What follows belongs to an exercise in optimizing a design on an open flow for a short achievable clock period and few clock cycles; a production flow would make more cautious choices.
Power figures rest on the tool's default switching activity, not on a simulated workload.

==> inputs of trial 97 <==
==> flow/design.v (excerpt) <==
module TinyMIPS(
    input  wire        clk,
    input  wire        rst,
    input  wire [15:0] data_fromRAM,
    output wire        wrEn,
    output wire [7:0]  addr_toRAM,
    output wire [15:0] data_toRAM
);
    reg  [7:0]  pA;         
    reg  [7:0]  pAi;        
    reg         pWEi;
    reg         pWE;
    reg  [15:0] pDO;
    reg         pF;         
    reg         pH;         
    reg  [15:0] pSD;
    reg  [7:0]  pPC;        
    reg  [7:0]  pNX;        
    reg         pBP;        
    assign addr_toRAM = pA;
    assign wrEn       = pWE;
    assign data_toRAM = pDO;
    reg         rV, rBP;    
    reg         rF;         
    reg  [7:0]  rPC, rPC1, rNX;
    reg         LAbb;
    reg         dropP;      
    reg  [7:0]  LApc, LApc1;
    reg  [5:0]  LAimm;
    reg  [7:0]  fpc;        
    reg         hF;         
    reg         halted;
    reg         bv;         
    reg  [7:0]  bpc, btg;
    reg  [15:0] cv;
    reg  [3:0]  ctag [0:15];
    reg  [15:0] cdat [0:15];
    localparam QW = 60;
    reg  [QW-1:0] Q [0:3];
    reg  [3:0]  qh, qt, qn;
  ...
export LEC_CHECK = 0
export CAP_MARGIN = 20
export CORE_MARGIN = 2
export CORE_UTILIZATION = 50
export PLACE_DENSITY = 0.65
export SETUP_SLACK_MARGIN = 5
export SLEW_MARGIN = 20
export SYNTH_HIERARCHICAL = 1
create_clock -name core_clock -period 8.0 [get_ports {clk}]
standard.sh (not shown) runs the stock make flow with config.mk's settings and CLKGATE_MAP_FILE= SYNTH_SCRIPT=/design/flow/synth_recipe.tcl, a recipe that flattens the netlist after the stock synthesis.
==> flow/flow/run.sh <==
#!/bin/bash
# Standard layout, with the timing repair aiming at a larger setup margin.
bash standard.sh SETUP_SLACK_MARGIN=5.25 > standard_flow.log 2>&1
==> trial 2: changes against trial 97 <==
--- a/flow/design.v
+++ b/flow/design.v
@@ -28,18 +28,18 @@
     reg  [7:0]  LApc, LApc1;
     reg  [5:0]  LAimm;
     reg  [7:0]  fpc;        
     reg         hF;         
     reg         halted;
     reg         bv;         
     reg  [7:0]  bpc, btg;
-    reg  [15:0] cv;
-    reg  [3:0]  ctag [0:15];
-    reg  [15:0] cdat [0:15];
-    localparam QW = 60;
+    reg  [7:0]  cv;
+    reg  [4:0]  ctag [0:7];
+    reg  [15:0] cdat [0:7];
+    localparam QW = 52;
     reg  [QW-1:0] Q [0:3];
     reg  [3:0]  qh, qt, qn;
     wire        q_ne  = qn[0];
     wire        q_ge2 = qn[1];
     wire        q_ge3 = qn[2];
     wire        q_full = qn[3];
     reg  [15:0] RF [0:7];
@@ -55,15 +55,15 @@
     reg         fxu, fyu;   
     reg  [5:0]  e_imm;
     reg  [7:0]  e_pc, e_pc1, e_pc2;
     reg         e_ptk, e_rb;     
     reg  [7:0]  e_pn;            
     reg         e_bk;            
     reg  [7:0]  e_alt, e_alt1;   
-    reg  [15:0] e_aoh, e_a1oh;   
+    reg  [7:0]  e_aoh, e_a1oh;   
     reg         bV, b_tk, b_ptk, b_sane, b_bk;
     reg  [7:0]  b_alt;           
     reg  [7:0]  b_pc, b_tgt, b_pc1, b_tgt1, b_pc2;
     reg         b_h0, b_h1;      
     reg  [15:0] b_w0, b_w1;
     reg  [15:0] Rres;       
     reg  [15:0] LR;         
@@ -101,19 +101,19 @@
     add8m u_et0 (.a(e_pc),  .b({{2{e_imm[5]}}, e_imm}), .s(e_tgt));
     add8m u_et1 (.a(e_pc1), .b({{2{e_imm[5]}}, e_imm}), .s(e_tgt1));
     reg  [15:0] ew0, ew1;
     reg         eh0r, eh1r;
     integer j;
     always @* begin
         ew0 = 16'd0; ew1 = 16'd0; eh0r = 1'b0; eh1r = 1'b0;
-        for (j = 0; j < 16; j = j + 1) begin
+        for (j = 0; j < 8; j = j + 1) begin
             ew0  = ew0  | (cdat[j] & {16{e_aoh[j]}});
             ew1  = ew1  | (cdat[j] & {16{e_a1oh[j]}});
-            eh0r = eh0r | (e_aoh[j]  & cv[j] & (ctag[j] == e_alt[7:4]));
-            eh1r = eh1r | (e_a1oh[j] & cv[j] & (ctag[j] == e_alt1[7:4]));
+            eh0r = eh0r | (e_aoh[j]  & cv[j] & (ctag[j] == e_alt[7:3]));
+            eh1r = eh1r | (e_a1oh[j] & cv[j] & (ctag[j] == e_alt1[7:3]));
         end
     end
     wire        eh0 = eh0r & ~(pWEi & (pAi == e_alt));
     wire        eh1 = eh1r & ~(pWEi & (pAi == e_alt1));
     wire [15:0] r0, r1, r2, r3, r4, r5, shres, m0n, m1n;
     mul_e  u_mul_e  (.x(Xu), .y(Yu), .srl(e_srl), .r0(r0), .r1(r1), .r2(r2), .r3(r3),
                      .r4(r4), .r5(r5), .sh(shres));
@@ -127,24 +127,24 @@
     wire        r_bb = r_ok & (ri[15:12] >= 4'd8) & (ri[15:12] <= 4'd10) & ri[5] & ~rBP;
     wire        p_ok = pF & pH & ~LAbb;
     wire        p_bb = p_ok & (pSD[15:12] >= 4'd8) & (pSD[15:12] <= 4'd10) & pSD[5] & ~pBP;
     wire        wr_p = p_ok & ~r_bb;                     
     wire [17:0] r_pd, p_pd;
     predec u_pr (.w(ri),  .pd(r_pd));
     predec u_pp (.w(pSD), .pd(p_pd));
-    wire [QW-1:0] a_r = {rPC1,       ri,  rPC, rNX, r_pd, r_bb, rBP};
-    wire [QW-1:0] a_p = {pPC + 8'd1, pSD, pPC, pNX, p_pd, p_bb, pBP};
+    wire [QW-1:0] a_r = {ri,  rPC, rNX, r_pd, r_bb, rBP};
+    wire [QW-1:0] a_p = {pSD, pPC, pNX, p_pd, p_bb, pBP};
     wire [QW-1:0] q0;
     wire [15:0] rx, ry;
     wire        issue, x0, y0;
     wire [7:0]  e_wv = e_av | e_lv;
     dstage #(.QW(QW)) u_d (
         .q0e(Q[0]), .q1e(Q[1]), .q2e(Q[2]), .q3e(Q[3]), .qh(qh), .q_ne(q_ne), .halted(halted),
         .rf({RF[7], RF[6], RF[5], RF[4], RF[3], RF[2], RF[1], RF[0]}),
-        .rres(Rres), .lr(LR), .din(data_fromRAM),
+        .rres(Rres), .lr(LR), .din(lres),
         .rselv(rselv), .dselv(dselv), .lselv(lselv), .bxv(bxv),
         .ev(ev), .e_lv(e_lv), .e_wv(e_wv),
         .q0(q0), .rx(rx), .ry(ry), .issue(issue), .x0(x0), .y0(y0));
     wire [15:0] di   = q0[51:36];
     wire [7:0]  d_pc = q0[35:28];
     wire [7:0]  d_pn = q0[27:20];
     wire        d_rb = q0[1];
@@ -162,33 +162,33 @@
     wire        d_br   = (dop == 4'd8) | (dop == 4'd9) | (dop == 4'd10);
     wire        d_halt = (dop >= 4'd11);
     wire        needx = q0[3];
     wire        needy = q0[2];
     wire        d_wr  = d_add | d_addi | d_cp | d_cpi;
     wire        d_long = d_ld | d_mul | d_srl;
     wire        d_ptk = d_br & (d_rb | d_bp);
-    wire [7:0]  d_pc1 = q0[59:52];
-    wire [7:0]  d_pc2 = d_pc1 + 8'd1;
+    wire [7:0]  d_pc1 = d_pc + 8'd1;
+    wire [7:0]  d_pc2 = d_pc + 8'd2;
     wire [7:0]  d_tgt, d_tgt1;
     add8m u_dt0 (.a(d_pc),  .b({{2{di[5]}}, di[5:0]}), .s(d_tgt));
     add8m u_dt1 (.a(d_pc1), .b({{2{di[5]}}, di[5:0]}), .s(d_tgt1));
-    wire [3:0]  d_t0 = d_pc[3:0]  + di[3:0];
-    wire [3:0]  d_t1 = d_pc1[3:0] + di[3:0];
+    wire [2:0]  d_t0 = d_pc[2:0]  + di[2:0];
+    wire [2:0]  d_t1 = d_pc1[2:0] + di[2:0];
     wire [7:0]  n_w1 = e_ok ? e_wv : 8'd0;                   
     wire [7:0]  n_l1 = e_ok ? e_lv : 8'd0;                   
     wire [7:0]  n_l2 = s1_lv & ~(e_ok ? e_av : 8'd0);        
     wire        room  = ~(q_full | (q_ge3 & (rV | pF)) | (q_ge2 & rV & pF));
-    wire [3:0]  fi    = fpc[3:0];
-    wire        hitF  = hF & ~(pWEi & (pAi[3:0] == fi));
+    wire [2:0]  fi    = fpc[2:0];
+    wire        hitF  = hF & ~(pWEi & (pAi[2:0] == fi));
     wire        bhit  = bv & (bpc == fpc);
     wire [7:0]  fpc1  = fpc + 8'd1;
     wire [7:0]  fpred = bhit ? btg : fpc1;
-    wire        hC = cv[fi] & (ctag[fi] == fpc[7:4]) & ~(rF & (rPC[3:0] == fi));
-    wire        hA = cv[fpc1[3:0]] & (ctag[fpc1[3:0]] == fpc1[7:4]) & ~(rF & (rPC[3:0] == fpc1[3:0]));
-    wire        hB = cv[btg[3:0]] & (ctag[btg[3:0]] == btg[7:4]) & ~(rF & (rPC[3:0] == btg[3:0]));
+    wire        hC = cv[fi] & (ctag[fi] == fpc[7:3]) & ~(rF & (rPC[2:0] == fi));
+    wire        hA = cv[fpc1[2:0]] & (ctag[fpc1[2:0]] == fpc1[7:3]) & ~(rF & (rPC[2:0] == fpc1[2:0]));
+    wire        hB = cv[btg[2:0]] & (ctag[btg[2:0]] == btg[7:3]) & ~(rF & (rPC[2:0] == btg[2:0]));
     wire [7:0]  LAtgt, la_tgt1;
     add8m u_lat  (.a(LApc),  .b({{2{LAimm[5]}}, LAimm}), .s(LAtgt));
     add8m u_lat1 (.a(LApc1), .b({{2{LAimm[5]}}, LAimm}), .s(la_tgt1));
     wire        bf2 = b_sane & b_h0 & b_h1;
     wire        bf1 = b_sane & b_h0 & ~b_h1;
     wire [7:0]  b_alt1 = b_alt + 8'd1;
     wire [7:0]  b_alt2 = b_alt + 8'd2;
@@ -220,16 +220,16 @@
                 nhF = (bhit ? hB : hA) & ~pWEi;
             end
         end
     end
     wire [17:0] b0_pd, b1_pd;
     predec u_pb0 (.w(b_w0), .pd(b0_pd));
     predec u_pb1 (.w(b_w1), .pd(b1_pd));
-    wire [QW-1:0] a_b0 = {b_alt1, b_w0, b_alt,  b_alt1, b0_pd, 2'b00};
-    wire [QW-1:0] a_b1 = {b_alt2, b_w1, b_alt1, b_alt2, b1_pd, 2'b00};
+    wire [QW-1:0] a_b0 = {b_w0, b_alt,  b_alt1, b0_pd, 2'b00};
+    wire [QW-1:0] a_b1 = {b_w1, b_alt1, b_alt2, b1_pd, 2'b00};
     wire        rsel = r_ok & ~misB;
     wire [QW-1:0] A0 = rsel ? a_r : (misB ? a_b0 : a_p);
     wire [QW-1:0] A1 = misB ? a_b1 : a_p;
     wire [1:0]  am  = misB ? {bf2, bf1} : e_halt_v ? 2'd0 :
                       {r_ok & p_ok, r_ok ^ p_ok};
     wire        drop = dropP & ~sq;                      
     wire [3:0]  nqh = sq ? qt : issue ? {qh[2:0], qh[3]} : qh;
@@ -260,44 +260,52 @@
     end
     integer i, r;
     always @(posedge clk) begin
         if (rst) begin
             pF <= 1'b1; pH <= 1'b0; pPC <= 8'd0; pNX <= 8'd1; pBP <= 1'b0;
             rV <= 1'b0; rF <= 1'b0; LAbb <= 1'b0; dropP <= 1'b0;
             fpc <= 8'd1; hF <= 1'b0; halted <= 1'b0; bv <= 1'b0;
-            cv <= 16'd0;
+            cv <= 8'd0;
             qh <= 4'd1; qt <= 4'd1; qn <= 4'd0;
             ev <= 1'b0; bV <= 1'b0;
-            bxv <= 8'd0;
+            s1_av <= 8'd0; s1_lv <= 8'd0; s2_lv <= 8'd0; s3_lv <= 8'd0;
+            rselv <= 8'd0; dselv <= 8'd0; lselv <= 8'd0; bxv <= 8'd0;
         end else begin
             pF <= nF; pH <= nH; pPC <= nPC; pNX <= nNX; pBP <= nBP;
             fpc <= nfpc; hF <= nhF;
             qh <= nqh; qt <= nqt; qn <= nqn;
             rV <= pF & ~pH & ~sq & ~LAbb;
             rF <= pF & ~pH;
             LAbb <= (r_bb | (wr_p & p_bb)) & ~sq;
             dropP <= r_bb & p_ok & ~sq;
-            if (rF) cv[rPC[3:0]] <= 1'b1;
-            if (pWEi) cv[pAi[3:0]] <= 1'b0;
+            if (rF) cv[rPC[2:0]] <= 1'b1;
+            if (pWEi) cv[pAi[2:0]] <= 1'b0;
             ev <= issue & ~sq;
             bV <= e_ok & ~e_halt;
             if (e_halt_v) halted <= 1'b1;
             if (bV & b_tk & b_bk) bv <= 1'b1;
-            bxv   <= n_l1 | (~n_w1 & (s1_ld ? 8'd0 : n_l2));
+            s1_av <= e_ok ? e_av : 8'd0;
+            s1_lv <= e_ok ? e_lv : 8'd0;
+            s2_lv <= s1_lv & ~(e_ok ? e_av : 8'd0);
+            s3_lv <= s2_lv;
+            rselv <= n_w1;
+            dselv <= ~n_w1 & n_l2;
+            lselv <= ~n_w1 & ~n_l2 & s2_lv;
+            bxv   <= n_l1;
         end
     end
     always @(posedge clk) begin
         pSD <= cdat[fi];
         rPC <= pPC;
         rPC1 <= pPC + 8'd1;
         rNX <= pNX;
         rBP <= pBP;
         if (rF) begin
-            cdat[rPC[3:0]] <= data_fromRAM;
-            ctag[rPC[3:0]] <= rPC[7:4];
+            cdat[rPC[2:0]] <= data_fromRAM;
+            ctag[rPC[2:0]] <= rPC[7:3];
         end
         if (r_bb) begin
             LApc <= rPC; LApc1 <= rPC1; LAimm <= ri[5:0];
         end else begin
             LApc <= pPC; LApc1 <= pPC + 8'd1; LAimm <= pSD[5:0];
         end
         if (bV & b_tk & b_bk) begin
@@ -335,16 +343,16 @@
         e_pc1  <= d_pc1;
         e_pc2  <= d_pc2;
         e_ptk  <= d_ptk;
         e_rb   <= d_rb;
         e_pn   <= d_pn;
         e_alt  <= d_ptk ? d_pc1 : d_tgt;
         e_alt1 <= d_ptk ? d_pc2 : d_tgt1;
-        e_aoh  <= 16'd1 << (d_ptk ? d_pc1[3:0] : d_t0);
-        e_a1oh <= 16'd1 << (d_ptk ? d_pc2[3:0] : d_t1);
+        e_aoh  <= 8'd1 << (d_ptk ? d_pc1[2:0] : d_t0);
+        e_a1oh <= 8'd1 << (d_ptk ? d_pc2[2:0] : d_t1);
         b_tk   <= e_br & taken;
         b_ptk  <= e_ptk;
         b_alt  <= e_alt;
         b_sane <= e_rb | (e_ptk ? (e_pn == e_tgt) : (e_pn == e_pc1));
         b_bk   <= e_br & e_bk;
         b_pc   <= e_pc;
         b_tgt  <= e_tgt;
@@ -352,21 +360,14 @@
         b_tgt1 <= e_tgt1;
         b_pc2  <= e_pc2;
         b_h0   <= eh0;
         b_h1   <= eh1;
         b_w0   <= ew0;
         b_w1   <= ew1;
         Rres <= sum;
-        s1_av <= e_ok ? e_av : 8'd0;
-        s1_lv <= e_ok ? e_lv : 8'd0;
-        s2_lv <= s1_lv & ~(e_ok ? e_av : 8'd0);
-        s3_lv <= s2_lv;
-        rselv <= n_w1;
-        dselv <= ~n_w1 & (s1_ld ? n_l2 : 8'd0);
-        lselv <= ~n_w1 & ~n_l2 & s2_lv;
         s1_ld <= e_ld;
         s2_ld <= s1_ld;
         MR0 <= r0; MR1 <= r1; MR2 <= r2; MR3 <= r3; MR4 <= r4; MR5 <= r5;
         SR  <= shres;
         M0  <= m0n; M1 <= m1n;
         LR <= lres;
         for (r = 0; r < 8; r = r + 1) begin
@@ -491,22 +492,17 @@
                 ({QW{qh[2]}} & q2e) | ({QW{qh[3]}} & q3e);
     wire [7:0]  xs = q0[19:12];      
     wire [7:0]  ys = q0[11:4];
     wire        needx = q0[3];
     wire        needy = q0[2];
     wire [7:0]  w0   = ev ? e_wv : 8'd0;
     wire [7:0]  busy = ev ? (e_lv | (~e_wv & bxv)) : bxv;
-    function stall_of;
-        input [QW-1:0] e;
-        input [7:0]    b;
-        stall_of = (e[3] & |(b & e[19:12])) | (e[2] & |(b & e[11:4]));
-    endfunction
-    wire [3:0]  st = {stall_of(q3e, busy), stall_of(q2e, busy),
-                      stall_of(q1e, busy), stall_of(q0e, busy)};
-    assign issue = q_ne & ~|(qh & st) & ~halted;
+    wire        xstall = needx & |(busy & xs);
+    wire        ystall = needy & |(busy & ys);
+    assign issue = q_ne & ~xstall & ~ystall & ~halted;
     assign x0 = |(xs & w0);
     assign y0 = |(ys & w0);
     reg  [15:0] rfx, rfy;
     integer r;
     always @* begin
         rfx = 16'd0; rfy = 16'd0;
         for (r = 0; r < 8; r = r + 1) begin
==> flow/flow/run.sh (replaced) <==
#!/bin/bash
# Standard layout, with the timing repair aiming at a larger setup margin.
bash standard.sh SETUP_SLACK_MARGIN=5.2 > standard_flow.log 2>&1
Settings changed: CORE_UTILIZATION 50 to 58, PLACE_DENSITY 0.65 to 0.72.
==> notes.md <==
In trial 97 the synthesized cell count is higher than in trial 2, by about 15%. Of trial 2 and trial 97, trial 97 has the higher routed wire length (gap 24%, measured against trial 97). Between trial 97 and trial 2, the lower combinational power is in trial 2 (gap about 15%, measured against trial 2). In trial 2 the sequential power is smaller than in trial 97, by about 10%. Of trial 97 and trial 2, trial 2 has the higher setup slack (gap 0.18 ns).
==> figures <==
	trial 97	trial 2
Estimated wirelength of the detail-placed design	173000 µm	135000 µm
Run status	complete, no violations	complete, no violations
Grt met3 use	8.92%	9.50%
Post-synthesis async set-or-reset flop share	0.666%	0.796%
Routed WL	280000 µm	213000 µm
Number of tap instances	1930	1403
Flip-flop and latch count after synthesis	1351	1131
Routed length on met1	110000 µm	84000 µm
PostCTS Resize Cnt	485	342
Clock edge transition at the registers on the reported setup and hold paths	0.06 ns	0.07 ns
Cell-internal power	22.6 mW	19.3 mW
CTS Buf Count	147	117
Function was not checked in any run of this note: the RTL went through the layout flow alone.

afterwards: timing with drivers on the ports:
In the flow no input, the clock included, has a driving cell. The finished layouts below were timed again as built, in two steps. Step 1, drivers: a clkbuf_16 drives clk and a buf_2 each remaining input, both assumed. Step 2 moves the port delays by t, midway between the first and last clock arrival at a register: inputs arrive t later, outputs are due t later. That takes back most of the time a late clock gives input paths. Slacks: ideal / step 1 / step 2; pairs: ideal / step 1.
run	shift t [ns]	setup WS [ns]	worst data-port slew with drivers (ns)
trial 97	0.885	4.901 / 4.901 / 4.425	0.07
trial 2	0.812	5.078 / 5.078 / 4.446	0.09
After both steps every run listed still meets setup and hold. For trial 2, which loses most, drivers alone change the setup slack by 0.000 ns; drivers and shift together by -0.632 ns.
